This is an optimization exercise on Yosys and OpenROAD, whose aim is small area and a short achievable clock period, not a production implementation. RTL that was checked went through simulation tests only; none was proved equivalent to the original. Power and IR drop assume default switching activity.

==> flow/design.v <==
`timescale 1ns / 1ps
module entropy_encode_dc_coefficients #(parameter ADDER = 0) (
	input clk,
	input reset_n,
	input in_valid,
	input in_first,
	input [15:0] DcCoeff,
	output out_valid,
	output [31:0] codeword,
	output [5:0] codeword_length
);
reg first_pending;
wire is_first = in_first | first_pending;
reg [15:0] x1;
reg [15:0] pp;        
reg        v1, f1;
always @(posedge clk) begin
	if (!reset_n) begin
		first_pending <= 1'b1;
		v1 <= 1'b0;
	end else begin
		if (in_valid) first_pending <= 1'b0;
		v1 <= in_valid;
	end
	if (in_valid) x1 <= DcCoeff;
	pp <= ~(DcCoeff ^ (x1 & {16{~is_first}}));
	f1 <= is_first;
end
reg        sgn;       
wire [15:0] gg = ~pp & (x1 ^ {16{sgn}});
wire        eq = &pp;                                    
wire [15:0] g0 = {gg[15:1], gg[0] | pp[0]};
wire [16:0] c;
assign c[0] = 1'b1;
genvar b;
generate
	if (ADDER == 1) begin : g_ripple
		for (b = 0; b < 16; b = b + 1) begin : g_r
			assign c[b+1] = g0[b] | (pp[b] & c[b]);
		end
	end else begin : g_sklansky
		wire [15:0] G0 = g0, P0 = pp;
		wire [15:0] G1, P1, G2, P2, G3, P3, G4, P4;
		for (b = 0; b < 16; b = b + 1) begin : g_l0
			if (b & 1) begin : g_node
				assign G1[b] = G0[b] | (P0[b] & G0[((b >> 0) << 0) - 1]);
				assign P1[b] = P0[b] & P0[((b >> 0) << 0) - 1];
			end else begin : g_pass
				assign G1[b] = G0[b];
				assign P1[b] = P0[b];
			end
		end
		for (b = 0; b < 16; b = b + 1) begin : g_l1
			if (b & 2) begin : g_node
				assign G2[b] = G1[b] | (P1[b] & G1[((b >> 1) << 1) - 1]);
				assign P2[b] = P1[b] & P1[((b >> 1) << 1) - 1];
			end else begin : g_pass
				assign G2[b] = G1[b];
				assign P2[b] = P1[b];
			end
		end
		for (b = 0; b < 16; b = b + 1) begin : g_l2
			if (b & 4) begin : g_node
				assign G3[b] = G2[b] | (P2[b] & G2[((b >> 2) << 2) - 1]);
				assign P3[b] = P2[b] & P2[((b >> 2) << 2) - 1];
			end else begin : g_pass
				assign G3[b] = G2[b];
				assign P3[b] = P2[b];
			end
		end
		for (b = 0; b < 16; b = b + 1) begin : g_l3
			if (b & 8) begin : g_node
				assign G4[b] = G3[b] | (P3[b] & G3[((b >> 3) << 3) - 1]);
				assign P4[b] = P3[b] & P3[((b >> 3) << 3) - 1];
			end else begin : g_pass
				assign G4[b] = G3[b];
				assign P4[b] = P3[b];
			end
		end
		assign c[16:1] = G4;
	end
endgenerate
wire [15:0] e = pp ^ c[15:0];
wire        e16 = pp[15] ^ c[16];
wire [16:0] m = {e ^ {16{e16}}, e16};
wire d_neg = sgn ? (~e16 & ~eq) : e16;
always @(posedge clk) begin
	if (in_valid & is_first) sgn <= 1'b0;
	else if (v1) sgn <= d_neg & ~f1;
end
reg [16:0] m2;
reg        v2, f2;
reg [1:0]  cls;    
always @(posedge clk) begin
	if (!reset_n) v2 <= 1'b0;
	else v2 <= v1;
	m2 <= m;
	f2 <= f1;
end
wire [1:0] mcls = (m2 == 17'd0) ? 2'd0 :
                  (m2 <= 17'd2) ? 2'd1 :
                  (m2 <= 17'd4) ? 2'd2 : 2'd3;
always @(posedge clk) begin
	if (v2) cls <= f2 ? 2'd3 : mcls;
end
wire cF = f2;
wire c0 = ~f2 & (cls == 2'd0);
wire c1 = ~f2 & (cls == 2'd1);
wire c2 = ~f2 & (cls == 2'd2);
wire c3 = ~f2 & (cls == 2'd3);
wire mlt4 = (m2[16:2] == 15'd0);      
wire [17:0] lowk;     
assign lowk = cF ? 18'h1f : c1 ? 18'h1 : c3 ? 18'h7 : 18'h0;
wire [16:0] mm = m2 | lowk[16:0];
wire [17:0] cin;      
assign cin[0] = 1'b1;
genvar j;
generate for (j = 1; j < 18; j = j + 1) begin : g_carry
	assign cin[j] = &mm[j-1:0];
end endgenerate
wire inc = ~c2;
wire [17:0] s;
assign s[16:0] = m2 ^ (cin[16:0] & ~lowk[16:0] & {17{inc}});
assign s[17] = inc & cin[17];
wire [17:0] cw = {s[17:3], s[2] | (c2 & mlt4), s[1:0]};
wire [16:0] w = m2 | {12'b0, cF, cF, cF | c3 | c2, cF | c3, cF | c3 | c1};
wire all1 = inc & w[0] & (&(~w[16:1] | w[15:0]));
reg [4:0] flw;
integer i;
always @(*) begin
	flw = 5'd0;
	for (i = 1; i < 17; i = i + 1)
		if (w[i]) flw = i;
end
wire [1:0] sh = cF ? 2'd2 : (c3 | (c2 & mlt4)) ? 2'd1 : 2'd0;
wire [4:0] half = flw + {4'b0, all1} - {3'b0, sh};
wire [5:0] len = {half, c0 | (c2 & mlt4)};
reg        v3;
reg [17:0] cw3;
reg [5:0]  len3;
always @(posedge clk) begin
	if (!reset_n) v3 <= 1'b0;
	else v3 <= v2;
	cw3 <= cw;
	len3 <= len;
end
assign out_valid = v3;
assign codeword = {14'h0, cw3};
assign codeword_length = len3;
endmodule
clock: 5.0 ns
lec_check: 0
abc_area: 1
cap_margin: 20
core_margin: 2
core_utilization: 65
cts_cluster_diameter: 200
cts_cluster_size: 50
setup_slack_margin: 2.8
slew_margin: 20
standard.sh (not shown) runs the stock make flow with config.mk's settings and CLKGATE_MAP_FILE= SYNTH_SCRIPT=/design/flow/synth_recipe.tcl, a recipe that flattens the netlist after the stock synthesis.
==> flow/flow/run.sh <==
#!/bin/bash
# The standard layout with two changes:
#  - the input and output ports are buffered with plain buffers instead of
#    the delay buffers buffer_ports picks by default;
#  - synthesis leaves adders to ABC instead of mapping them to full/half-adder
#    cells first (ADDER_MAP_FILE empty); registers are unchanged.
# make's full output goes to make.log in the work folder; ORFS keeps each
# tool's log under orfs/logs/.
set -euo pipefail
cd "$(dirname "$0")/.."
bash standard.sh "BUFFER_PORTS_ARGS=-buffer_cell sky130_fd_sc_hd__buf_2" "ADDER_MAP_FILE=" finish > make.log 2>&1
Edit:
--- a/flow/design.v
+++ b/flow/design.v
@@ -124,15 +124,13 @@
 assign s[17] = inc & cin[17];
 wire [17:0] cw = {s[17:3], s[2] | (c2 & mlt4), s[1:0]};
 wire [16:0] w = m2 | {12'b0, cF, cF, cF | c3 | c2, cF | c3, cF | c3 | c1};
 wire all1 = inc & w[0] & (&(~w[16:1] | w[15:0]));
-reg [4:0] flw;
-integer i;
-always @(*) begin
-	flw = 5'd0;
-	for (i = 1; i < 17; i = i + 1)
-		if (w[i]) flw = i;
-end
+wire [3:0] nz = {|w[15:12], |w[11:8], |w[7:4], |w[3:0]};
+wire [1:0] hi = {nz[3] | nz[2], nz[3] | (~nz[2] & nz[1])};
+wire [3:0] nib = nz[3] ? w[15:12] : nz[2] ? w[11:8] : nz[1] ? w[7:4] : w[3:0];
+wire [1:0] lo = {nib[3] | nib[2], nib[3] | (~nib[2] & nib[1])};
+wire [4:0] flw = w[16] ? 5'd16 : {1'b0, hi, lo};
 wire [1:0] sh = cF ? 2'd2 : (c3 | (c2 & mlt4)) ? 2'd1 : 2'd0;
 wire [4:0] half = flw + {4'b0, all1} - {3'b0, sh};
 wire [5:0] len = {half, c0 | (c2 & mlt4)};
 reg        v3;
Result: Hold slack is about the same. Fmax is higher by 11%. Cell area is lower by 0.38%. Via count is higher by 1.5%. Global-route usage is lower by 0.51 points. Count of clock-buffer cells in the layout is lower by 2. Routed wire length is lower by 0.56%. Total power is higher by 0.69%. Combinational power is higher by 4.7%. Worst setup slack improved by 220 ps. Synthesized area is higher by 5.1%.
For the first run of this note, only the layout was checked, not whether the RTL still works.

port drivers added, routing unchanged:
How much do the figures lean on ideal ports? The routed layouts below were timed once more, with nothing changed but the port constraints.
Step 1: set_driving_cell puts a clkbuf_16 on clk and a buf_2 on each other input, an assumption about the parent block.
Step 2 also shifts input and output timing later by t, the mid clock arrival at the registers, as if the neighbouring blocks saw the same clock.
Slacks: no drivers / after step 1 / after step 2; pairs: no drivers / after step 1.
run	t, ns	setup WS [ns]	worst setup path after step 2	worst data-port slew with drivers (ns)
the first run	0.376	2.758 / 2.758 / 2.758	register to register	0.03
the second run	0.376	2.977 / 2.977 / 2.822	input to register	0.03
After both steps setup and hold are still met in every run listed. For the second run, which loses most, drivers alone change the setup slack by 0.000 ns; drivers and shift together by -0.155 ns.
